Source: an optimization exercise on an open RTL-to-GDS flow (aim: small area). Production flows keep margins and buffers that such runs may drop.
Only simulation tests tie the RTL to the original design; equivalence was not proved.
The clock cells of runs 4 and 5 come from the design's own scripts or RTL, not from TritonCTS.
The clock input has no modelled driver; a real chip could not lean on it and would need a root buffer or a full tree.
No activity file was given, so power comes from the tool's default toggle rates.

==> flow/design.v <==
module debouncer #(parameter TIMER_COUNT = 10) (
    input       clk,
    input       reset,
    input       btnI,
    output      stroke
);
    localparam [3:0] N0 = 4'd12;
    reg        db;
    reg  [3:0] r;                  
    wire [3:0] q   = r ^ N0;
    wire m   = btnI ^ db;          
    wire c10 = ~q[0] & q[1] & ~q[3];    
    wire isF = ~q[0] & ~q[1] & ~q[2];    
    reg  f;
    always @(*) begin
        case (q)
        4'd0: f = 1'b1;
        4'd1: f = 1'b1;
        4'd2: f = 1'b0;
        4'd3: f = 1'b1;
        4'd4: f = 1'b1;
        4'd5: f = 1'b1;
        4'd6: f = 1'b0;
        4'd7: f = 1'b1;
        4'd8: f = 1'b1;
        4'd9: f = 1'b1;
        4'd10: f = 1'b1;
        4'd11: f = 1'b0;
        4'd12: f = 1'b1;
        4'd13: f = 1'b0;
        4'd14: f = 1'b1;
        4'd15: f = 1'b0;
        endcase
    end
    wire [3:0] qn = m ? ({q[2:0], f} ^ {1'b0, db & c10, 2'b00})
                      : (N0 ^ {isF, 3'b000});
    assign stroke = (~q[0] & ~q[1] & ~q[3]) | (~q[1] & ~q[2] & ~q[3]);
    always @(posedge clk or posedge reset) begin
        if (reset) begin
            db <= 1'b0;
            r  <= 4'd0;
        end else begin
            if (c10) db <= btnI;    
            r  <= qn ^ N0;
        end
    end
endmodule
module code_detection(
    input               clk,
    input               reset,
    input               sR,
    input               sL,
    input               sU,
    input               sD,
    input               sw,
    output      [6:0]   SSG_D,
    output      [2:0]   SSG_EN
    );
    parameter TIMEOUT_COUNT = 200;    
    localparam [1:0] ENTER = 2'd0;
    localparam [1:0] ERR   = 2'd1;
    localparam [1:0] SUCC  = 2'd3;
    localparam [1:0] FAIL  = 2'd2;
    reg [1:0] mode;
    reg [1:0] cnt10;         
    reg       cnt2;          
    wire [2:0] cnt = {cnt2, cnt10};
    reg [1:0] att;
    reg [7:0] timer;
    wire pressed = sR | sL | sU | sD;
    wire [1:0] step = cnt[1:0];
    wire locked  = (mode == SUCC) || (mode == FAIL);
    wire idle    = (mode == ENTER) && (step == 2'd0);
    wire s0 = (step == 2'd0), s3 = (step == 2'd3), s12 = !s0 && !s3;
    wire eU = s0 & ~sw, eD = s0 & sw;
    wire eL = (s12 & ~sw) | (s3 & sw);
    wire eR = (s12 & sw) | (s3 & ~sw);
    wire wrong   = (sR & ~eR) | (sL & ~eL) | (sU & ~eU) | (sD & ~eD);
    wire good    = ~wrong;
    wire [2:0] ncnt = cnt + {2'd0, pressed};
    wire hit4    = (mode == ERR) && (ncnt == 3'd4);
    wire timeout = !idle && !timer[1] && !timer[2] && !timer[3] &&
                   timer[5] && timer[6] && !timer[7];
    reg [1:0] nmode;
    always @(*) begin
        nmode = mode;
        if (timeout)
            nmode = FAIL;
        else case (mode)
            ENTER: if (pressed) begin
                       if (!good)
                           nmode = ERR;
                       else if (step == 2'd3)
                           nmode = SUCC;
                   end
            ERR:   if (hit4) nmode = att[1] ? FAIL : ENTER;
            default: ;
        endcase
    end
    always @(posedge clk) begin
        if (idle || mode == SUCC)
            timer <= 8'd0;
        else
            timer <= {~timer[6:0], timer[7] ^ (timer[3] & ~timer[0])};
    end
    always @(posedge clk)
        cnt2 <= !(idle && !pressed) && ncnt[2];
    always @(posedge clk or posedge reset) begin
        if (reset) begin
            mode     <= ENTER;
            cnt10    <= 2'd0;
            att      <= 2'd0;
        end else begin
            mode     <= nmode;
            cnt10    <= (idle && !pressed) ? 2'd0 : ncnt[1:0];
            if (nmode == SUCC || nmode == FAIL)
                att <= {mode == FAIL || hit4, mode == SUCC};
            else if (hit4)
                att <= {att[0], 1'b1};
        end
    end
    wire disp9 = locked & att[0];
    wire dispE = (locked & att[1]) | (idle & att[0]);
    assign SSG_D  = {~(disp9 | dispE), 1'b0, disp9, 1'b0, dispE, dispE, 1'b0};
    assign SSG_EN = 3'b111;
endmodule
module top_module(
    input               clk,
    input               reset,
    input               btnR,
    input               btnL,
    input               btnU,
    input               btnD,
    input               sw,
    output      [6:0]   SSG_D,
    output      [2:0]   SSG_EN
);
parameter   TIMEOUT_COUNT   = 200;
parameter   TIMER_COUNT     = 10;
wire sR, sL, sU, sD;
code_detection #(
   .TIMEOUT_COUNT  (TIMEOUT_COUNT)
) uut (
    .clk        (clk),
    .reset      (reset),
    .sR         (sR),
    .sL         (sL),
    .sU         (sU),
    .sD         (sD),
    .sw         (sw),
    .SSG_D      (SSG_D),
    .SSG_EN     (SSG_EN)
);
debouncer #(.TIMER_COUNT(TIMER_COUNT)) uut1 (.clk(clk), .reset(reset), .btnI(btnR), .stroke(sR));
debouncer #(.TIMER_COUNT(TIMER_COUNT)) uut2 (.clk(clk), .reset(reset), .btnI(btnL), .stroke(sL));
debouncer #(.TIMER_COUNT(TIMER_COUNT)) uut3 (.clk(clk), .reset(reset), .btnI(btnU), .stroke(sU));
debouncer #(.TIMER_COUNT(TIMER_COUNT)) uut4 (.clk(clk), .reset(reset), .btnI(btnD), .stroke(sD));
endmodule
==> flow/flow/run.sh <==
#!/bin/bash
# Layout flow: the standard ORFS flow (standard.sh) with these changes:
#  - ABC maps with an area-recovering script (flow/abc_area.script) and
#    Yosys does not pre-extract adders (ABC maps the logic itself);
#  - ports are buffered with the smallest buffer, sky130_fd_sc_hd__buf_1;
#  - CTS uses clkbuf_4 and no dummy clock loads;
#  - tie cells are not duplicated per port (one TIEHI and one TIELO cell).
# Each tool's output stays in orfs/logs; make's output goes to standard.log.
set -euo pipefail
HERE=$(pwd)
rm -rf "$HERE/orfs_scripts"
cp -r "$FLOW_HOME/scripts" "$HERE/orfs_scripts"
cp "$HERE/flow/abc_area.script" "$HERE/orfs_scripts/abc_area.script"
export SCRIPTS_DIR="$HERE/orfs_scripts"
export ADDER_MAP_FILE=
export BUFFER_PORTS_ARGS="-buffer_cell sky130_fd_sc_hd__buf_1"
export SKIP_REPAIR_TIE_FANOUT=1
export CTS_ARGS="-root_buf sky130_fd_sc_hd__clkbuf_4 -buf_list sky130_fd_sc_hd__clkbuf_4 -sink_clustering_enable -sink_clustering_size 50 -sink_clustering_max_diameter 500 -repair_clock_nets -dont_use_dummy_load"
bash standard.sh > standard.log 2>&1
==> flow/flow/abc_area.script <==
strash
dc2
&get -n
&dch
&nf -R 1000
&put
==> flow/standard.sh <==
#!/bin/bash
# synth_recipe.tcl (not shown) runs the flow's synth.tcl, then flattens the netlist and writes it again
# the make line also repeats each setting of config.mk as NAME=value (left out here)
make -C /OpenROAD-flow-scripts/flow DESIGN_CONFIG=/design/flow/config.mk WORK_HOME=/design/flow/orfs CLKGATE_MAP_FILE= SYNTH_SCRIPT=/design/flow/synth_recipe.tcl "${@:-finish}"
==> flow/config.mk <==
export PLATFORM = sky130hd
export DESIGN_NAME = top_module
export DESIGN_NICKNAME = top_module
export VERILOG_FILES = /design/flow/design.v
export SDC_FILE = /design/flow/constraint.sdc
export NUM_CORES = 4
export LEC_CHECK = 0
export ABC_AREA = 1
export CAP_MARGIN = 20
export CORE_MARGIN = 2
export CORE_UTILIZATION = 40
export SLEW_MARGIN = 20
==> flow/constraint.sdc <==
create_clock -name core_clock -period 6.0 [get_ports {clk}]
set_input_delay 1.2000 -clock core_clock [delete_from_list [all_inputs] [get_ports {clk}]]
set_output_delay 1.2000 -clock core_clock [all_outputs]
set_load 0.01 [all_outputs]
==> qor.csv, run 1 <==
stage,metric,value,unit
run,Max Cap Viol,0,
floorplanning,core footprint,0.00366,mm^2
clock_tree,clock sinks,35,
timing,hold slack final,388,ps
final_layout,Storage cell area,831,um^2
synth,commonest cells in the synthesized netlist,"29 x nor2_1, 26 x dfrtp_1, 11 x clkinv_1, 9 x buf_4, 9 x dfxtp_1",
timing,Achievable Freq,327,MHz
timing,min Tclk post-route,3050,ps
clock_tree,clock latency on the worst-skew pair,330,ps
worst_setup_path,R2R depth,11,
pwr,leakage,0.657,nW
pwr,Max VDD drop,0.207,mV
place,final RePlAce weighted congestion,0.742,
route,via count,1012,
synth,Simple-Gate Fraction of Synth Area,20.0,%
worst_setup_path,CP Data Arrival Time,1850,ps
route,ANT nets after route,0,
final_layout,area of the multi-input gates,584,um^2
synth,post-synth top area cell,dfrtp_1,
worst_setup_path,Setup crit end kind,primary output,
clock_tree,Max clock buf depth,2,
final_layout,number of fill cells,342,
hold_path,worst hold path type,reg -> reg,
clock_tree,root buffer cell,clkbuf_4,
synth,mux cell area share after synthesis,3.61,%
route,Avg WL per Cell,10.9,um
timing,TNS Setup,0,ps
synth,Synth top area share,42.7,%
pwr,Final Total Pwr,0.000897,W
worst_setup_path,Worst Setup Start Kind,flop,
grt,first-pass GRT wire length,4.29,mm
timing,setup repair after global routing missed its margin,no,
floorplanning,Ports,17,
synth,synthesized net count,163,
floorplanning,die width,65.7,um
final_layout,area growth from synthesis to layout,4.43,%
synth,post-synthesis sequential area ratio,54.5,%
worst_setup_path,CP Max Fanout,5,
clock_tree,H-tree levels,2,
hold_path,Hold Startpoint,uut.timer[4],
timing,worst-margin pin slew,888,ps
timing,Rel. slew slack,40.4,%
synth,YS warnings,2,
synth,Synth Area per Inst,9.77,um^2
synth,Synth Register Bits,35,
place,dpl hpwl,1.68,mm
synth,number of distinct library cells after synthesis,30,
synth,Post-Synth Adder-Cell Area,0,%
synth,post-synthesis cell area,0.00152,mm^2
final_layout,Post-Layout Inst Area,0.00159,mm^2
place,# placed instances,205,
route,Routed Wire Length,2.28,mm
final_layout,share of layout cells above drive strength 1,3.09,%
timing,Pins Over Slew Limit,0,
timing,clk_skew,8.12,ps
clock_tree,"Reg clk slew, reported paths",100,ps
synth,"count leader, synth",nor2_1,
synth,XOR/XNOR Fraction of Synth Area,4.02,%
floorplanning,die area,0.00432,mm^2
worst_setup_path,worst r2r src,uut1.r[0],
clock_tree,CTS tree,built,
grt,largest net degree at the start of global routing,27,
clock_tree,CTS buffer count,5,
floorplanning,initial core utilization,41.6,%
worst_setup_path,worst path required time,4800,ps
final_layout,Antenna Cells,0,
grt,gr usage total,13.4,%
grt,vias in the first global route,1009,
synth,Synth Area in Compound Gates,10.3,%
hold_path,hold endpoint,uut.timer[5],
floorplanning,num rows,22,
synth,leading register cell type out of synthesis,dfrtp_1,
status,status,"complete, no violations",
synth,synthesized instance count,156,
worst_setup_path,R2R Setup Slk,3000,ps
final_layout,final cell count without fillers,210,
grt,initial antenna violation count,0,
synth,Post-synth EDFFs,0,
grt,gr ovfl total,0,
timing,Tcrit/Tclk final,50.9,%
clock_tree,"Setup Fix Bufs, Post-CTS",0,
clock_tree,CTS Hold Bufs,0,
route,drt drc,0,
synth,Synth area leaders,"dfrtp_1 43%, dfxtp_1 12%, nor2_1 7.1%",
place,Post-DP Area,0.00155,mm^2
timing,final hold vios,0,
pwr,Power Density,563,mW/mm^2
clock_tree,number of gates resized after CTS,0,
worst_setup_path,Reg-to-Reg End,uut.att[0],
synth,Synth async-reset ratio,74.3,%
route,router iterations before antenna repair,2,
place,Port-buffer cells,10,
final_layout,final net count,171,
synth,largest family of logic cells by synthesized area,simple AND/OR/NAND/NOR gates,
route,vias per cell,4.82,
timing,# setup viols final,0,
floorplanning,Die Ht,65.7,um
worst_setup_path,Worst Setup Path Type,reg -> out,
route,DRT iter0 DRCs,40,
hold_path,depth of the worst hold-timing path,1,
power breakdown:
group,switching [W],internal (W)
clock network,0.0000686,0.0000392
registers,0.0000856,0.000356
logic,0.000191,0.000157
cell usage in the layout, fill, tap and decap left out, types with 2 or more instances in the layout:
master	n
nor4b_1	3
nand3_1	6
o22ai_1	2
and2_0	3
a21oi_1	4
nor2_1	29
a21o_1	2
nand2_1	5
o211ai_1	2
nand2b_1	2
dfrtp_1	26
clkinv_1	11
o31ai_1	2
o21a_1	4
mux2_1	4
buf_1	10
nand3b_1	2
xnor2_1	7
nor2b_1	3
dfxtp_1	9
clkbuf_4	5
conb_1	2
o21ai_0	8
nor3_1	4
layer usage:
metal  up-vias  wire length [um]  part of all wire [%]  global-route usage (%)
met5         -                 0                     0                       0
met4         0                15                  0.66                    5.47
met3         2                99                   4.3                    5.65
met2        10              1070                    47                    21.6
met1       474              1100                    48                    15.6
li1        526                 -                     -                       -
cell type report:
type	count	share of cell area (%)
clock buffer	5	2.36
inverter	11	2.59
multi-input combinational	101	36.7
sequential	35	52.2
tap	48	3.77
timing repair buffer	10	2.36
cell families (layout without fill, tap and decap cells):
logic type      count (synthesis)  after routing
other cells                     2              2
flops                          35             35
buf+inv                        20             26
compound gates                 25             25
mux                             5              5
xor+xnor                        7              7
simple gates                   62             62
critical path, stage by stage (launching register included):
cell     delay [ps]
dfrtp_1         420
or2_0           300
nor3_1          420
a22o_1          240
nor2_1           40
buf_1           120
state kept, by name (all words and copies together), names as in the netlist:
signal     count
uut.timer      8
uut1.r         4
uut2.r         4
uut3.r         4
uut4.r         4
uut.att        2
uut.cnt10      2
uut.mode       2
uut.cnt2       1
uut1.db        1
uut2.db        1
uut3.db        1
uut4.db        1
stage by stage:
| stage | setup WS [ps] | util (%) |
|---|---|---|
| finish | 2950 | 43.5 |
| global route | 2590 | 43.5 |
| CTS | 2920 | 43.5 |
| detailed placement | 3030 | 42.4 |
| global placement | 3080 | 42.4 |
| floorplan | 3490 | - |
worst max-delay path by stage:
stage	from	endpoint	slack, ps
detailed placement	uut4.r[0]	uut.att[0]	3030
global route	uut4.r[0]	uut.att[0]	2590
global placement	uut1.r[0]	uut.att[0]	3080
CTS	uut.cnt10[0]	SSG_D[6]	2920
finish	uut.cnt10[0]	SSG_D[6]	2950
floorplan	uut1.r[0]	uut.att[0]	3490
==> run 2, diff against run 1 <==
==> flow/flow/abc_area.script (replaced) <==
strash
&get -n
&dch
&nf -R 1000
&put
==> qor.csv, run 2 <==
stage,metric,value,unit,change
status,status,"complete, no violations",,
synth,Post-synth EDFFs,0,,unchanged
final_layout,Storage cell area,831,um^2,unchanged
pwr,design internal power,0.000548,W,-0.65%
grt,gr ovfl total,0,,unchanged
synth,post-synth top area cell,dfrtp_1,,
route,vias per cell,5.10,,+5.8%
clock_tree,CTS buffer count,5,,unchanged
timing,setup repair after global routing missed its margin,no,,
pwr,Flop pwr share,50.4,%,+1.2 points
timing,Achievable Freq,330,MHz,+0.92%
pwr,Gate power share,37.7,%,-1.0 points
floorplanning,Ports,17,,unchanged
final_layout,largest register by flop count,uut.timer,,
route,Routed Wire Length,2.31,mm,+1.1%
synth,Synth async-reset ratio,74.3,%,unchanged
final_layout,area of the multi-input gates,591,um^2,+1.1%
final_layout,area growth from synthesis to layout,4.47,%,about the same
worst_setup_path,worst path required time,4800,ps,about the same
final_layout,Largest register FFs,8,,unchanged
timing,Pins Over Slew Limit,0,,unchanged
timing,min Tclk post-route,3030,ps,-28.0 ps
synth,Synth Area per Inst,10.3,um^2,+5.3%
synth,YS warnings,2,,unchanged
synth,Synth Register Bits,35,,unchanged
route,ANT nets after route,0,,unchanged
final_layout,Antenna Cells,0,,unchanged
hold_path,depth of the worst hold-timing path,1,,unchanged
worst_setup_path,CP Data Arrival Time,1830,ps,-20 ps
floorplanning,initial core utilization,41.6,%,about the same
floorplanning,num rows,22,,unchanged
synth,leading register cell type out of synthesis,dfrtp_1,,
clock_tree,Max clock buf depth,2,,unchanged
place,# placed instances,196,,-4.4%
pwr,Max VDD drop,0.197,mV,-4.8%
clock_tree,number of gates resized after CTS,0,,unchanged
grt,first-pass GRT wire length,4.37,mm,+1.8%
run,Max Cap Viol,0,,unchanged
hold_path,worst hold path type,reg -> reg,,
place,Port-buffer cells,10,,unchanged
timing,final hold vios,0,,unchanged
floorplanning,Die Ht,65.5,um,-0.39%
worst_setup_path,Worst Setup Start Kind,flop,,
synth,Synth area leaders,"dfrtp_1 43%, dfxtp_1 12%, nor2_1 5.2%",,
pwr,Final Total Pwr,0.000895,W,-0.20%
worst_setup_path,R2R depth,10,,-1
final_layout,"commonest cells after routing, fill and taps aside","26 x dfrtp_1, 21 x nor2_1, 10 x o21ai_0, 10 x buf_1, 9 x dfxtp_1",,
clock_tree,clock sinks,35,,unchanged
synth,"count leader, synth",dfrtp_1,,
synth,synthesized net count,154,,-5.5%
grt,vias in the first global route,1027,,+1.8%
timing,# setup viols final,0,,unchanged
pwr,Psw,0.000347,W,+0.52%
timing,TNS Setup,0,ps,unchanged
pwr,Clock power frac,11.9,%,about the same
clock_tree,CTS tree,built,,
worst_setup_path,Setup crit end kind,primary output,,
final_layout,Layout Utilization,43.5,%,about the same
floorplanning,die area,0.00429,mm^2,-0.77%
synth,Synth top area share,43.0,%,+0.35 points
worst_setup_path,CP Max Fanout,9,,+4
synth,number of distinct library cells after synthesis,27,,-10%
final_layout,share of layout cells above drive strength 1,3.27,%,+0.18 points
route,router iterations before antenna repair,4,,+2
floorplanning,die width,65.5,um,-0.39%
grt,largest net degree at the start of global routing,27,,unchanged
final_layout,final cell count without fillers,201,,-4.3%
clock_tree,clock latency on the worst-skew pair,340,ps,about the same
route,DRT iter0 DRCs,44,,+10%
clock_tree,CTS Hold Bufs,0,,unchanged
final_layout,number of fill cells,364,,+6.4%
final_layout,"most common cell after layout, fill and taps aside",dfrtp_1,,
synth,post-synthesis cell area,0.00151,mm^2,-0.82%
clock_tree,"Reg clk slew, reported paths",100,ps,about the same
worst_setup_path,Worst Setup Path Type,reg -> out,,
synth,post-synthesis sequential area ratio,55.0,%,+0.45 points
timing,worst-margin pin slew,880,ps,-8.27 ps
pwr,Power Density,567,mW/mm^2,+0.59%
timing,clk_skew,23.7,ps,+15.6 ps
synth,synthesized instance count,147,,-5.8%
timing,Tcrit/Tclk final,50.4,%,-0.47 points
grt,gr usage total,13.5,%,+0.16 points
route,drt drc,0,,unchanged
pwr,Sw Share,38.7,%,+0.28 points
route,Avg WL per Cell,11.5,um,+5.6%
route,via count,1025,,+1.3%
synth,commonest cells in the synthesized netlist,"26 x dfrtp_1, 21 x nor2_1, 10 x o21ai_0, 9 x buf_4, 9 x dfxtp_1",,
pwr,leakage,0.648,nW,-1.4%
timing,Rel. slew slack,41.0,%,+0.55 points
clock_tree,H-tree levels,2,,unchanged
clock_tree,root buffer cell,clkbuf_4,,
clock_tree,"Setup Fix Bufs, Post-CTS",0,,unchanged
grt,initial antenna violation count,0,,unchanged
place,final RePlAce weighted congestion,0.751,,+1.2%
floorplanning,core footprint,0.00363,mm^2,-0.75%
place,dpl hpwl,1.68,mm,+0.14%
final_layout,final net count,162,,-5.3%
[run 2: power by group through the flow]
stage | registers [W] | logic (W) | clock network, W
after global routing | 0.000469 | 0.000395 | 0.000123
final | 0.000451 | 0.000337 | 0.000106
after global placement | 0.000447 | 0.000325 | 0
after floorplan | 0.000431 | 0.000295 | 0
after CTS | 0.000450 | 0.000343 | 0.000111
after detailed placement | 0.000454 | 0.000341 | 0
[run 2: final cells by class]
class                      count  share of cell area [%]
sequential                    35                    52.6
multi-input combinational     97                    37.4
tap                           48                    3.80
clock buffer                   5                    2.38
timing repair buffer          10                    2.38
inverter                       6                    1.43
[run 2: metrics by stage]
step	hold WS [ps]	setup WS, ps	cell area (um^2)
2_1_floorplan	368	3430	1510
3_3_place_gp	370	3120	1540
3_5_place_dp	375	3070	1540
4_1_cts	389	2920	1580
5_1_grt	401	2550	1580
6_report	389	2970	1580
[run 2: cell families after synthesis]
logic type,Yosys count,share of synthesized area (%)
AOI/OAI and AO/OA,29,12.9
xor gates and xnor gates,8,4.64
buffers and inverters,15,5.96
DFF,35,55.0
muxes,4,2.98
other,2,0.497
and+or+nand+nor,54,18.0
[run 2: per-layer routing]
layer  track usage, %  share of wire (%)  up-vias  routed length (um)
li1                 -                  -      515                   -
met4             7.03                2.2        0                  51
met5                0                  0        -                   0
met1             15.9                 47      481                1080
met3             5.14                5.8        6                 133
met2             21.6                 45       23                1040
[run 2: critical path, stage by stage (launching register included)]
cell and delay (ps):
dfrtp_1 470, nor4_1 600, a22o_1 260, nor2_1 50
buf_1 120
[run 2: final timing paths]
path	endpoint	slack (ps)	from
max in group asynchronous	uut3.db	4660	reset
worst min-delay path	uut.timer[5]	390	uut.timer[4]
worst max-delay path	SSG_D[6]	2970	uut.cnt10[0]
worst max register to register	uut.att[1]	3080	uut1.r[2]
min in group asynchronous	uut.mode[1]	900	reset
worst min register to register	uut.timer[5]	390	uut.timer[4]
==> run 3, diff against run 2 <==
--- a/flow/flow/run.sh
+++ b/flow/flow/run.sh
@@ -5,5 +5,6 @@
 #  - ports are buffered with the smallest buffer, sky130_fd_sc_hd__buf_1;
 #  - CTS uses clkbuf_4 and no dummy clock loads;
-#  - tie cells are not duplicated per port (one TIEHI and one TIELO cell).
+#  - tie cells are not duplicated per port: one conb_1 drives all constants
+#    (flow/merge_ties.tcl).
 # Each tool's output stays in orfs/logs; make's output goes to standard.log.
 set -euo pipefail
@@ -16,4 +17,5 @@
 export BUFFER_PORTS_ARGS="-buffer_cell sky130_fd_sc_hd__buf_1"
 export SKIP_REPAIR_TIE_FANOUT=1
+export PRE_FLOORPLAN_TCL="$HERE/flow/merge_ties.tcl"
 export CTS_ARGS="-root_buf sky130_fd_sc_hd__clkbuf_4 -buf_list sky130_fd_sc_hd__clkbuf_4 -sink_clustering_enable -sink_clustering_size 50 -sink_clustering_max_diameter 500 -repair_clock_nets -dont_use_dummy_load"
 bash standard.sh > standard.log 2>&1
==> flow/flow/merge_ties.tcl (new file) <==
# Drive both constants from one tie cell: synthesis leaves one conb_1 for the
# ones (HI used) and one for the zeros (LO used); move the zeros' net to the
# LO pin of the first cell and delete the second.
set block [ord::get_db_block]
set his {}
set los {}
foreach inst [$block getInsts] {
  if { [[$inst getMaster] getName] == "sky130_fd_sc_hd__conb_1" } {
    set hi_net [[$inst findITerm HI] getNet]
    set lo_net [[$inst findITerm LO] getNet]
    if { $hi_net != "NULL" && $lo_net == "NULL" } { lappend his $inst }
    if { $lo_net != "NULL" && $hi_net == "NULL" } { lappend los $inst }
  }
}
if { [llength $his] == 1 && [llength $los] == 1 } {
  set keep [lindex $his 0]
  set drop [lindex $los 0]
  set net [[$drop findITerm LO] getNet]
  [$drop findITerm LO] disconnect
  [$keep findITerm LO] connect $net
  odb::dbInst_destroy $drop
  puts "merge_ties: [$keep getName] now drives [$net getName] too"
}
==> qor.csv, run 3 <==
stage,metric,value,unit,change
worst_setup_path,Worst Setup Start Kind,flop,,
worst_setup_path,R2R depth,10,,unchanged
final_layout,Largest register FFs,8,,unchanged
timing,TNS Setup,0,ps,unchanged
place,Port-buffer cells,10,,unchanged
floorplanning,die area,0.00428,mm^2,-0.23%
pwr,Power Density,569,mW/mm^2,+0.38%
route,vias per cell,5.18,,+1.5%
route,via count,1035,,+0.98%
route,DRT iter0 DRCs,17,,-61%
synth,Synth Area per Inst,10.3,um^2,+0.43%
place,worst slack at placement,2930,ps,-141 ps
synth,synthesized instance count,146,,-0.68%
grt,gr ovfl total,0,,unchanged
worst_setup_path,Reg-to-Reg End,uut.att[1],,
pwr,Max VDD drop,0.224,mV,+14%
grt,gr usage total,14.0,%,+0.49 points
clock_tree,CTS tree,built,,
status,status,"complete, no violations",,
worst_setup_path,crit path to,SSG_D[6],,
synth,synthesized net count,154,,unchanged
worst_setup_path,worst r2r src,uut1.r[2],,
clock_tree,root buffer cell,clkbuf_4,,
pwr,Final Total Pwr,0.000896,W,+0.14%
route,ANT nets after route,0,,unchanged
synth,post-synthesis cell area,0.00151,mm^2,-0.25%
worst_setup_path,Worst Setup Path Type,reg -> out,,
hold_path,worst hold path type,reg -> reg,,
worst_setup_path,R2R Setup Slk,2990,ps,-90 ps
floorplanning,Die Ht,65.4,um,-0.11%
worst_setup_path,worst path required time,4800,ps,about the same
clock_tree,number of gates resized after CTS,0,,unchanged
floorplanning,core footprint,0.00363,mm^2,unchanged
grt,initial antenna violation count,0,,unchanged
floorplanning,Ports,17,,unchanged
grt,largest net degree at the start of global routing,27,,unchanged
worst_setup_path,Critical Path Start,uut.cnt10[0],,
grt,first-pass GRT wire length,4.44,mm,+1.6%
timing,Pins Over Slew Limit,0,,unchanged
timing,# setup viols final,0,,unchanged
pwr,leakage,0.644,nW,-0.50%
clock_tree,"Setup Fix Bufs, Post-CTS",0,,unchanged
route,Avg WL per Cell,12.2,um,+6.0%
place,dpl hpwl,1.85,mm,+10%
final_layout,largest register by flop count,uut.timer,,
timing,final hold vios,0,,unchanged
timing,hold slack final,384,ps,-4.45 ps
timing,setup repair after global routing missed its margin,no,,
route,router iterations before antenna repair,3,,-1
timing,min Tclk post-route,3030,ps,+4.84 ps
floorplanning,num rows,22,,unchanged
route,drt drc,0,,unchanged
clock_tree,CTS Hold Bufs,0,,unchanged
timing,Tcrit/Tclk final,50.5,%,+0.081 points
worst_setup_path,CP Max Fanout,9,,unchanged
final_layout,"commonest cells after routing, fill and taps aside","26 x dfrtp_1, 21 x nor2_1, 10 x o21ai_0, 10 x buf_1, 9 x dfxtp_1",,
final_layout,"most common cell after layout, fill and taps aside",dfrtp_1,,
route,Routed Wire Length,2.43,mm,+5.5%
timing,Rel. slew slack,39.5,%,-1.5 points
floorplanning,die width,65.4,um,-0.11%
final_layout,share of layout cells above drive strength 1,3.29,%,+0.021 points
final_layout,Antenna Cells,0,,unchanged
clock_tree,H-tree levels,2,,unchanged
clock_tree,CTS buffer count,5,,unchanged
final_layout,number of fill cells,380,,+4.4%
clock_tree,Max clock buf depth,2,,unchanged
final_layout,area growth from synthesis to layout,4.48,%,about the same
grt,vias in the first global route,1010,,-1.7%
timing,worst-margin pin slew,902,ps,+22.0 ps
synth,YS warnings,2,,unchanged
clock_tree,clock latency on the worst-skew pair,330,ps,about the same
place,final RePlAce weighted congestion,0.761,,+1.4%
timing,Achievable Freq,330,MHz,-0.16%
floorplanning,initial core utilization,41.5,%,-0.10 points
worst_setup_path,Setup crit end kind,primary output,,
run,Max Cap Viol,0,,unchanged
worst_setup_path,CP Data Arrival Time,1830,ps,about the same
clock_tree,"Reg clk slew, reported paths",100,ps,about the same
timing,final worst slack,2970,ps,-4.84 ps
timing,clk_skew,20.2,ps,-3.57 ps
final_layout,final net count,162,,unchanged
clock_tree,clock sinks,35,,unchanged
-- run 3: worst min path at each step --
stage                     slack, ps  depth (start not counted)    startpoint      endpoint
after floorplan                 370                          1  uut.timer[4]  uut.timer[5]
after global placement          370                          1  uut.timer[4]  uut.timer[5]
after detailed placement        380                          1  uut.timer[4]  uut.timer[5]
after CTS                       390                          1  uut.timer[4]  uut.timer[5]
after global routing            410                          1  uut.timer[4]  uut.timer[5]
final                           380                          1  uut.timer[4]  uut.timer[5]
-- run 3: report_power, final --
| group | total [W] | internal (W) | leakage [nW] | switching, W |
|---|---|---|---|---|
| Sequential | 0.000449 | 0.000356 | 0.392 | 0.0000926 |
| Clock | 0.000107 | 0.0000391 | 0.0230 | 0.0000680 |
| Combinational | 0.000340 | 0.000153 | 0.229 | 0.000187 |
-- run 3: routing by layer --
layer  up-vias  GRT usage (%)  part of all wire (%)
met5         -              0                     0
met4         0           7.03                   2.1
met3         5           5.14                   4.1
met2        10           22.8                    50
met1       507           16.2                    43
li1        513              -                     -
-- run 3: per-stage QoR --
step	cells	util [%]	cell area, um^2
2_1_floorplan	146	-	1510
3_3_place_gp	195	42.3	1540
3_5_place_dp	195	42.3	1540
4_1_cts	200	43.4	1580
5_1_grt	200	43.4	1580
6_report	200	43.4	1580
-- run 3: critical path, stage by stage (launching register included) --
cell and delay [ps]:
dfrtp_1 480, nor4_1 590, a22o_1 260, nor2_1 50
buf_1 120
-- run 3: area by class of cell --
type,count,area [um^2],area share (%)
multi-input combinational,96,587,37.3
tap,48,60.1,3.81
timing repair buffer,10,37.5,2.38
sequential,35,831,52.7
clock buffer,5,37.5,2.38
inverter,6,22.5,1.43
==> run 4, diff against run 3 <==
--- a/flow/flow/run.sh
+++ b/flow/flow/run.sh
@@ -4,5 +4,7 @@
 #    Yosys does not pre-extract adders (ABC maps the logic itself);
 #  - ports are buffered with the smallest buffer, sky130_fd_sc_hd__buf_1;
-#  - CTS uses clkbuf_4 and no dummy clock loads;
+#  - clock distribution: instead of clock_tree_synthesis, the clock port
+#    drives 2 clkbuf_8 buffers, each driving the registers of one
+#    region (flow/clock_buffers.tcl); the rest of the CTS step is unchanged;
 #  - tie cells are not duplicated per port: one conb_1 drives all constants
 #    (flow/merge_ties.tcl).
@@ -18,4 +20,12 @@
 export SKIP_REPAIR_TIE_FANOUT=1
 export PRE_FLOORPLAN_TCL="$HERE/flow/merge_ties.tcl"
-export CTS_ARGS="-root_buf sky130_fd_sc_hd__clkbuf_4 -buf_list sky130_fd_sc_hd__clkbuf_4 -sink_clustering_enable -sink_clustering_size 50 -sink_clustering_max_diameter 500 -repair_clock_nets -dont_use_dummy_load"
+python3 - "$HERE/orfs_scripts/cts.tcl" "$HERE/flow/clock_buffers.tcl" <<'PY'
+import sys
+p, tcl = sys.argv[1], sys.argv[2]
+t = open(p).read()
+old = "log_cmd clock_tree_synthesis {*}$cts_args"
+assert old in t
+t = t.replace(old, "source " + tcl + "\nclock_buffers sky130_fd_sc_hd__clkbuf_8 1\nset_propagated_clock [all_clocks]")
+open(p, "w").write(t)
+PY
 bash standard.sh > standard.log 2>&1
==> flow/flow/clock_buffers.tcl (new file) <==
# Clock distribution for a small design: the clock port drives N clock
# buffers directly (N <= 4), each driving the register clock pins of one
# region (regions from recursive median bisection of the sink locations).
proc split_sinks { sinks depth } {
  if { $depth == 0 } { return [list $sinks] }
  set xs {}; set ys {}
  foreach s $sinks { lappend xs [lindex $s 1]; lappend ys [lindex $s 2] }
  set dx [expr {[tcl::mathfunc::max {*}$xs] - [tcl::mathfunc::min {*}$xs]}]
  set dy [expr {[tcl::mathfunc::max {*}$ys] - [tcl::mathfunc::min {*}$ys]}]
  set idx [expr {$dx >= $dy ? 1 : 2}]
  set sorted [lsort -integer -index $idx $sinks]
  set h [expr {[llength $sorted] / 2}]
  return [concat [split_sinks [lrange $sorted 0 [expr {$h - 1}]] [expr {$depth - 1}]] \
                 [split_sinks [lrange $sorted $h end] [expr {$depth - 1}]]]
}
proc clock_buffers { master_name depth } {
  set block [ord::get_db_block]
  set port_net [[$block findBTerm clk] getNet]
  set master [[ord::get_db] findMaster $master_name]
  set sinks {}
  foreach it [$port_net getITerms] {
    set box [[$it getInst] getBBox]
    lappend sinks [list $it [expr {([$box xMin] + [$box xMax]) / 2}] [expr {([$box yMin] + [$box yMax]) / 2}]]
  }
  set i 0
  foreach group [split_sinks $sinks $depth] {
    set buf [odb::dbInst_create $block $master clkbuf_leaf_${i}_clk]
    set net [odb::dbNet_create $block clknet_leaf_${i}_clk]
    $net setSigType CLOCK
    set sx 0; set sy 0
    foreach s $group {
      set it [lindex $s 0]
      $it disconnect
      $it connect $net
      set sx [expr {$sx + [lindex $s 1]}]; set sy [expr {$sy + [lindex $s 2]}]
    }
    [$buf findITerm A] connect $port_net
    [$buf findITerm X] connect $net
    set n [llength $group]
    $buf setLocation [expr {$sx / $n}] [expr {$sy / $n}]
    $buf setPlacementStatus PLACED
    puts "clock_buffers: $master_name clkbuf_leaf_${i}_clk drives $n clock pins"
    incr i
  }
}
==> qor.csv, run 4 <==
stage,metric,value,unit,change
status,status,"complete, no violations",,
final_layout,Largest register FFs,8,,unchanged
clock_tree,CTS Hold Bufs,0,,unchanged
route,vias per cell,5.14,,-0.73%
grt,gr ovfl total,0,,unchanged
grt,vias in the first global route,982,,-2.8%
floorplanning,core footprint,0.00363,mm^2,unchanged
pwr,Clock power frac,10.0,%,-2.0 points
route,router iterations before antenna repair,4,,+1
final_layout,share of layout cells above drive strength 1,1.34,%,-1.9 points
floorplanning,num rows,22,,unchanged
final_layout,largest register by flop count,uut.timer,,
clock_tree,"Reg clk slew, reported paths",110,ps,about the same
worst_setup_path,crit-path cells,nor2b_1 > o21ai_0 > nand4_1 > and3_1 > xnor2_1 > nor4_1 > a2111o_1 > nor2_1 > a22oi_1 > nand2_1,,
final_layout,Antenna Cells,0,,unchanged
timing,Tcrit/Tclk final,50.0,%,-0.49 points
timing,Pins Over Slew Limit,0,,unchanged
place,final RePlAce weighted congestion,0.761,,unchanged
synth,post-synthesis cell area,0.00151,mm^2,unchanged
floorplanning,Ports,17,,unchanged
worst_setup_path,Worst Setup Start Kind,flop,,
timing,setup repair after global routing missed its margin,no,,
route,ANT nets after route,0,,unchanged
worst_setup_path,Critical-path top delay cell,nor4_1,,
final_layout,final net count,159,,-1.9%
pwr,Sw Share,38.4,%,-0.46 points
worst_setup_path,CP Data Arrival Time,3060,ps,+1230 ps
worst_setup_path,Worst Setup Path Type,reg -> reg,,
pwr,Gate power share,38.8,%,+0.9 points
timing,# setup viols final,0,,unchanged
pwr,Psw,0.000336,W,-3.4%
floorplanning,die width,65.4,um,unchanged
worst_setup_path,CP peak stage delay,730,ps,+140 ps
grt,largest net degree at the start of global routing,27,,unchanged
clock_tree,number of gates resized after CTS,0,,unchanged
grt,gr usage total,12.5,%,-1.5 points
route,DRT iter0 DRCs,22,,+5
final_layout,"most common cell after layout, fill and taps aside",dfrtp_1,,
pwr,design internal power,0.000540,W,-1.5%
clock_tree,"Setup Fix Bufs, Post-CTS",0,,unchanged
synth,synthesized net count,154,,unchanged
timing,clk_skew,8.24,ps,-11.9 ps
floorplanning,initial core utilization,41.5,%,unchanged
timing,final hold vios,0,,unchanged
timing,worst-margin pin slew,911,ps,+9.36 ps
route,Avg WL per Cell,12.2,um,+0.23%
grt,initial antenna violation count,0,,unchanged
timing,Rel. slew slack,38.9,%,-0.63 points
route,Routed Wire Length,2.40,mm,-1.3%
pwr,Final Total Pwr,0.000876,W,-2.2%
hold_path,worst hold path type,reg -> reg,,
synth,YS warnings,2,,unchanged
final_layout,"commonest cells after routing, fill and taps aside","26 x dfrtp_1, 21 x nor2_1, 10 x o21ai_0, 10 x buf_1, 9 x dfxtp_1",,
worst_setup_path,dominant delay contributor by cell family on the critical path,simple AND/OR/NAND/NOR gates,,
worst_setup_path,CP Max Fanout,6,,-3
pwr,leakage,0.636,nW,-1.3%
place,Port-buffer cells,10,,unchanged
route,via count,1012,,-2.2%
synth,synthesized instance count,146,,unchanged
synth,Synth Area per Inst,10.3,um^2,unchanged
pwr,Max VDD drop,0.196,mV,-13%
worst_setup_path,Setup crit end kind,flop,,
timing,min Tclk post-route,3000,ps,-29.6 ps
timing,Achievable Freq,333,MHz,+0.99%
final_layout,area growth from synthesis to layout,3.82,%,
worst_setup_path,worst path required time,6060,ps,+1260 ps
timing,TNS Setup,0,ps,unchanged
grt,first-pass GRT wire length,4.38,mm,-1.2%
run,Max Cap Viol,0,,unchanged
floorplanning,Die Ht,65.4,um,unchanged
pwr,Power Density,560,mW/mm^2,-1.6%
route,drt drc,0,,unchanged
pwr,Flop pwr share,51.2,%,+1.1 points
place,dpl hpwl,1.85,mm,unchanged
floorplanning,die area,0.00428,mm^2,unchanged
clock_tree,clock latency on the worst-skew pair,160,ps,-170 ps
worst_setup_path,Crit path buffers/inverters,0,,-1
[run 4: worst register-to-register path: cells and delay by family (launching register included)]
family	cells	cell delay, ps
flip-flops	1	390
AO/OA/AOI/OAI	3	790
XOR/XNOR	1	160
AND/OR/NAND/NOR	6	1560
[run 4: power groups by stage]
| stage | logic (W) | registers [W] | clock network, W |
|---|---|---|---|
| after global routing | 0.000398 | 0.000470 | 0.000101 |
| after global placement | 0.000327 | 0.000448 | 0 |
| after CTS | 0.000348 | 0.000450 | 0.0000908 |
| final | 0.000340 | 0.000449 | 0.0000880 |
| after detailed placement | 0.000346 | 0.000454 | 0 |
| after floorplan | 0.000295 | 0.000431 | 0 |
[run 4: stage by stage]
stage	cells	hold WS [ps]	instance area (um^2)	setup slack [ps]	util, %
floorplan	146	368	1510	3430	-
global placement	195	370	1540	3140	42.3
detailed placement	195	375	1540	2930	42.3
CTS	197	393	1570	2990	43.1
global route	197	415	1570	2720	43.1
finish	197	390	1570	3000	43.1
[run 4: per-layer routing]
metal | part of all wire [%] | vias to the layer above | global-route usage [%]
met2 | 51 | 6 | 23.0
met5 | 0 | - | 0
met1 | 45 | 497 | 16.8
met4 | 1.7 | 0 | 1.56
li1 | - | 506 | -
met3 | 2.5 | 3 | 0.685
[run 4: path summary, 6_finish.rpt]
path	cells past startpoint	slack, ps	to	from
worst max-delay path	10	3000	uut.att[1]	uut1.r[2]
worst min-delay path	1	390	uut.timer[5]	uut.timer[4]
worst max register to register	10	3000	uut.att[1]	uut1.r[2]
worst min register to register	1	390	uut.timer[5]	uut.timer[4]
max in group asynchronous	2	4490	uut2.r[2]	reset
min in group asynchronous	2	1080	uut1.r[1]	reset
[run 4: area by class of cell]
cell class,instances,area (um^2)
fillers,374,2070
repair buffers,10,37.5
plain buffers,2,27.5
multi-input cells,96,587
flip-flops and latches,35,831
inverters,6,22.5
well taps,48,60.1
==> run 5, diff against run 4 <==
--- a/flow/flow/run.sh
+++ b/flow/flow/run.sh
@@ -5,5 +5,5 @@
 #  - ports are buffered with the smallest buffer, sky130_fd_sc_hd__buf_1;
 #  - clock distribution: instead of clock_tree_synthesis, the clock port
-#    drives 2 clkbuf_8 buffers, each driving the registers of one
+#    drives 4 clkbuf_4 buffers, each driving the registers of one
 #    region (flow/clock_buffers.tcl); the rest of the CTS step is unchanged;
 #  - tie cells are not duplicated per port: one conb_1 drives all constants
@@ -26,5 +26,5 @@
 old = "log_cmd clock_tree_synthesis {*}$cts_args"
 assert old in t
-t = t.replace(old, "source " + tcl + "\nclock_buffers sky130_fd_sc_hd__clkbuf_8 1\nset_propagated_clock [all_clocks]")
+t = t.replace(old, "source " + tcl + "\nclock_buffers sky130_fd_sc_hd__clkbuf_4 2\nset_propagated_clock [all_clocks]")
 open(p, "w").write(t)
 PY
==> qor.csv, run 5 <==
stage,metric,value,unit,change
worst_setup_path,Worst Setup Path Type,reg -> reg,,
final_layout,largest register by flop count,uut.timer,,
timing,Pins Over Slew Limit,0,,unchanged
floorplanning,die area,0.00428,mm^2,unchanged
timing,# setup viols final,0,,unchanged
status,status,"complete, no violations",,
final_layout,share of layout cells above drive strength 1,2.65,%,+1.3 points
grt,initial antenna violation count,0,,unchanged
timing,TNS Setup,0,ps,unchanged
floorplanning,die width,65.4,um,unchanged
worst_setup_path,Setup crit end kind,flop,,
timing,hold slack final,386,ps,-3.56 ps
route,router iterations before antenna repair,4,,unchanged
grt,first-pass GRT wire length,4.40,mm,+0.32%
final_layout,"commonest cells after routing, fill and taps aside","26 x dfrtp_1, 21 x nor2_1, 10 x o21ai_0, 10 x buf_1, 9 x dfxtp_1",,
final_layout,Antenna Cells,0,,unchanged
grt,largest net degree at the start of global routing,27,,unchanged
place,worst slack at placement,2930,ps,unchanged
synth,post-synthesis cell area,0.00151,mm^2,unchanged
worst_setup_path,CP Data Arrival Time,3040,ps,-20 ps
place,Port-buffer cells,10,,unchanged
route,DRT iter0 DRCs,30,,+36%
worst_setup_path,worst path required time,6050,ps,about the same
timing,Achievable Freq,335,MHz,+0.45%
final_layout,"most common cell after layout, fill and taps aside",dfrtp_1,,
synth,YS warnings,2,,unchanged
route,ANT nets after route,0,,unchanged
grt,vias in the first global route,1002,,+2.0%
place,final RePlAce weighted congestion,0.761,,unchanged
pwr,Max VDD drop,0.211,mV,+7.9%
route,via count,1030,,+1.8%
timing,Tcrit/Tclk final,49.8,%,-0.22 points
floorplanning,core footprint,0.00363,mm^2,unchanged
clock_tree,"Setup Fix Bufs, Post-CTS",0,,unchanged
run,Max Cap Viol,0,,unchanged
floorplanning,Die Ht,65.4,um,unchanged
final_layout,area growth from synthesis to layout,3.98,%,
hold_path,worst hold path type,reg -> reg,,
timing,final worst slack,3010,ps,+13.3 ps
synth,synthesized net count,154,,unchanged
final_layout,number of fill cells,380,,+1.6%
floorplanning,Ports,17,,unchanged
route,drt drc,0,,unchanged
floorplanning,initial core utilization,41.5,%,unchanged
floorplanning,num rows,22,,unchanged
synth,Synth Area per Inst,10.3,um^2,unchanged
worst_setup_path,CP Max Fanout,6,,unchanged
grt,gr ovfl total,0,,unchanged
clock_tree,clock latency on the worst-skew pair,150,ps,about the same
timing,Rel. slew slack,40.0,%,+1.1 points
place,# placed instances,195,,unchanged
final_layout,Largest register FFs,8,,unchanged
clock_tree,number of gates resized after CTS,0,,unchanged
route,Avg WL per Cell,12.0,um,-1.5%
timing,final hold vios,0,,unchanged
timing,clk_skew,13.4,ps,+5.12 ps
worst_setup_path,Worst Setup Start Kind,flop,,
final_layout,final cell count without fillers,199,,+1.0%
pwr,leakage,0.640,nW,+0.63%
route,vias per cell,5.18,,+0.76%
pwr,Power Density,557,mW/mm^2,-0.43%
place,dpl hpwl,1.85,mm,unchanged
timing,worst-margin pin slew,895,ps,-16.0 ps
clock_tree,CTS Hold Bufs,0,,unchanged
timing,setup repair after global routing missed its margin,no,,
timing,min Tclk post-route,2990,ps,-13.3 ps
grt,gr usage total,12.5,%,-0.037 points
synth,synthesized instance count,146,,unchanged
final_layout,final net count,161,,+1.3%
clock_tree,"Reg clk slew, reported paths",90,ps,-20 ps
route,Routed Wire Length,2.39,mm,-0.50%
-- run 5: cell types whose count changed in the layout (fill, tap and decap cells not counted), sizes merged --
cell / previous run / this run
clkbuf: 2 / 4
-- run 5: routing by layer --
| layer | GRT usage [%] | vias up | wire (um) |
|---|---|---|---|
| li1 | - | 514 | - |
| met1 | 16.3 | 502 | 999 |
| met2 | 22.6 | 8 | 1250 |
| met3 | 1.03 | 6 | 77 |
| met4 | 2.60 | 0 | 61 |
| met5 | 0 | - | 0 |
-- run 5: path summary, 6_finish.rpt --
kind                                 to  cells past startpoint  slack, ps          from
max                          uut.att[1]                     10       3010     uut3.r[2]
min                        uut.timer[5]                      1        390  uut.timer[4]
max reg2reg                  uut.att[1]                     10       3010     uut3.r[2]
min reg2reg                uut.timer[5]                      1        390  uut.timer[4]
max in group asynchronous     uut1.r[3]                      2       4480         reset
min in group asynchronous       uut2.db                      2       1090         reset
-- run 5: power breakdown --
part           switching [W]  total [W]  internal, W  leakage (nW)
clock              0.0000540  0.0000858    0.0000319        0.0184
sequential         0.0000920   0.000449     0.000356         0.392
combinational       0.000186   0.000339     0.000153         0.229
total               0.000332   0.000874     0.000541         0.640
-- run 5: worst max-delay path: stages, from the launching register on --
cell	delay (ps)
dfrtp_1	390
nor2b_1	140
o21ai_0	280
nand4_1	260
and3_1	310
xnor2_1	160
nor4_1	720
a2111o_1	330
nor2_1	50
a22oi_1	170
nand2_1	70
-- run 5: through the flow --
step	power [W]	instance area, um^2	utilization, %
after floorplan	0.000726	1510	-
after detailed placement	0.000800	1540	42.3
after CTS	0.000888	1570	43.1
after global routing	0.000969	1570	43.1
final	0.000874	1570	43.1
after global placement	0.000776	1540	42.3
-- run 5: layout make-up --
type,count,area [um^2],share of cell area [%]
sequential,35,831,53.0
timing repair buffer,10,37.5,2.39
inverter,6,22.5,1.44
buffer,4,30.0,1.92
tap,48,60.1,3.83
multi-input combinational,96,587,37.4

## static timing again, ports no longer ideal
How much do the figures lean on ideal ports? The routed layouts below were timed once more, with nothing changed but the port constraints. Step 1, drivers: a clkbuf_16 drives clk and a buf_2 each remaining input, both assumed. Step 2 also shifts input and output timing later by t, the mid clock arrival at the registers, as if the neighbouring blocks saw the same clock. Slacks: ideal / step 1 / step 2; pairs: ideal / step 1.
run | shift t [ns] | slack for setup (ns) | hold WS [ns] | clock arrival spread, ns | worst slew at a driven data input, ns
run 1 | 0.342 | 2.946 / 2.925 / 2.996 | 0.388 / 0.388 / 0.388 | 0.008 / 0.008 | 0.03
run 2 | 0.346 | 2.974 / 2.952 / 3.068 | 0.389 / 0.389 / 0.389 | 0.024 / 0.024 | 0.03
run 3 | 0.344 | 2.969 / 2.947 / 2.947 | 0.384 / 0.384 / 0.384 | 0.020 / 0.020 | 0.03
run 4 | 0.193 | 2.999 / 2.999 / 2.931 | 0.390 / 0.390 / 0.390 | 0.009 / 0.009 | 0.03
run 5 | 0.192 | 3.012 / 3.012 / 2.940 | 0.386 / 0.386 / 0.386 | 0.013 / 0.014 | 0.04
After both steps every run listed still meets setup and hold. For run 5, which loses most, drivers alone change the setup slack by 0.000 ns; drivers and shift together by -0.072 ns.
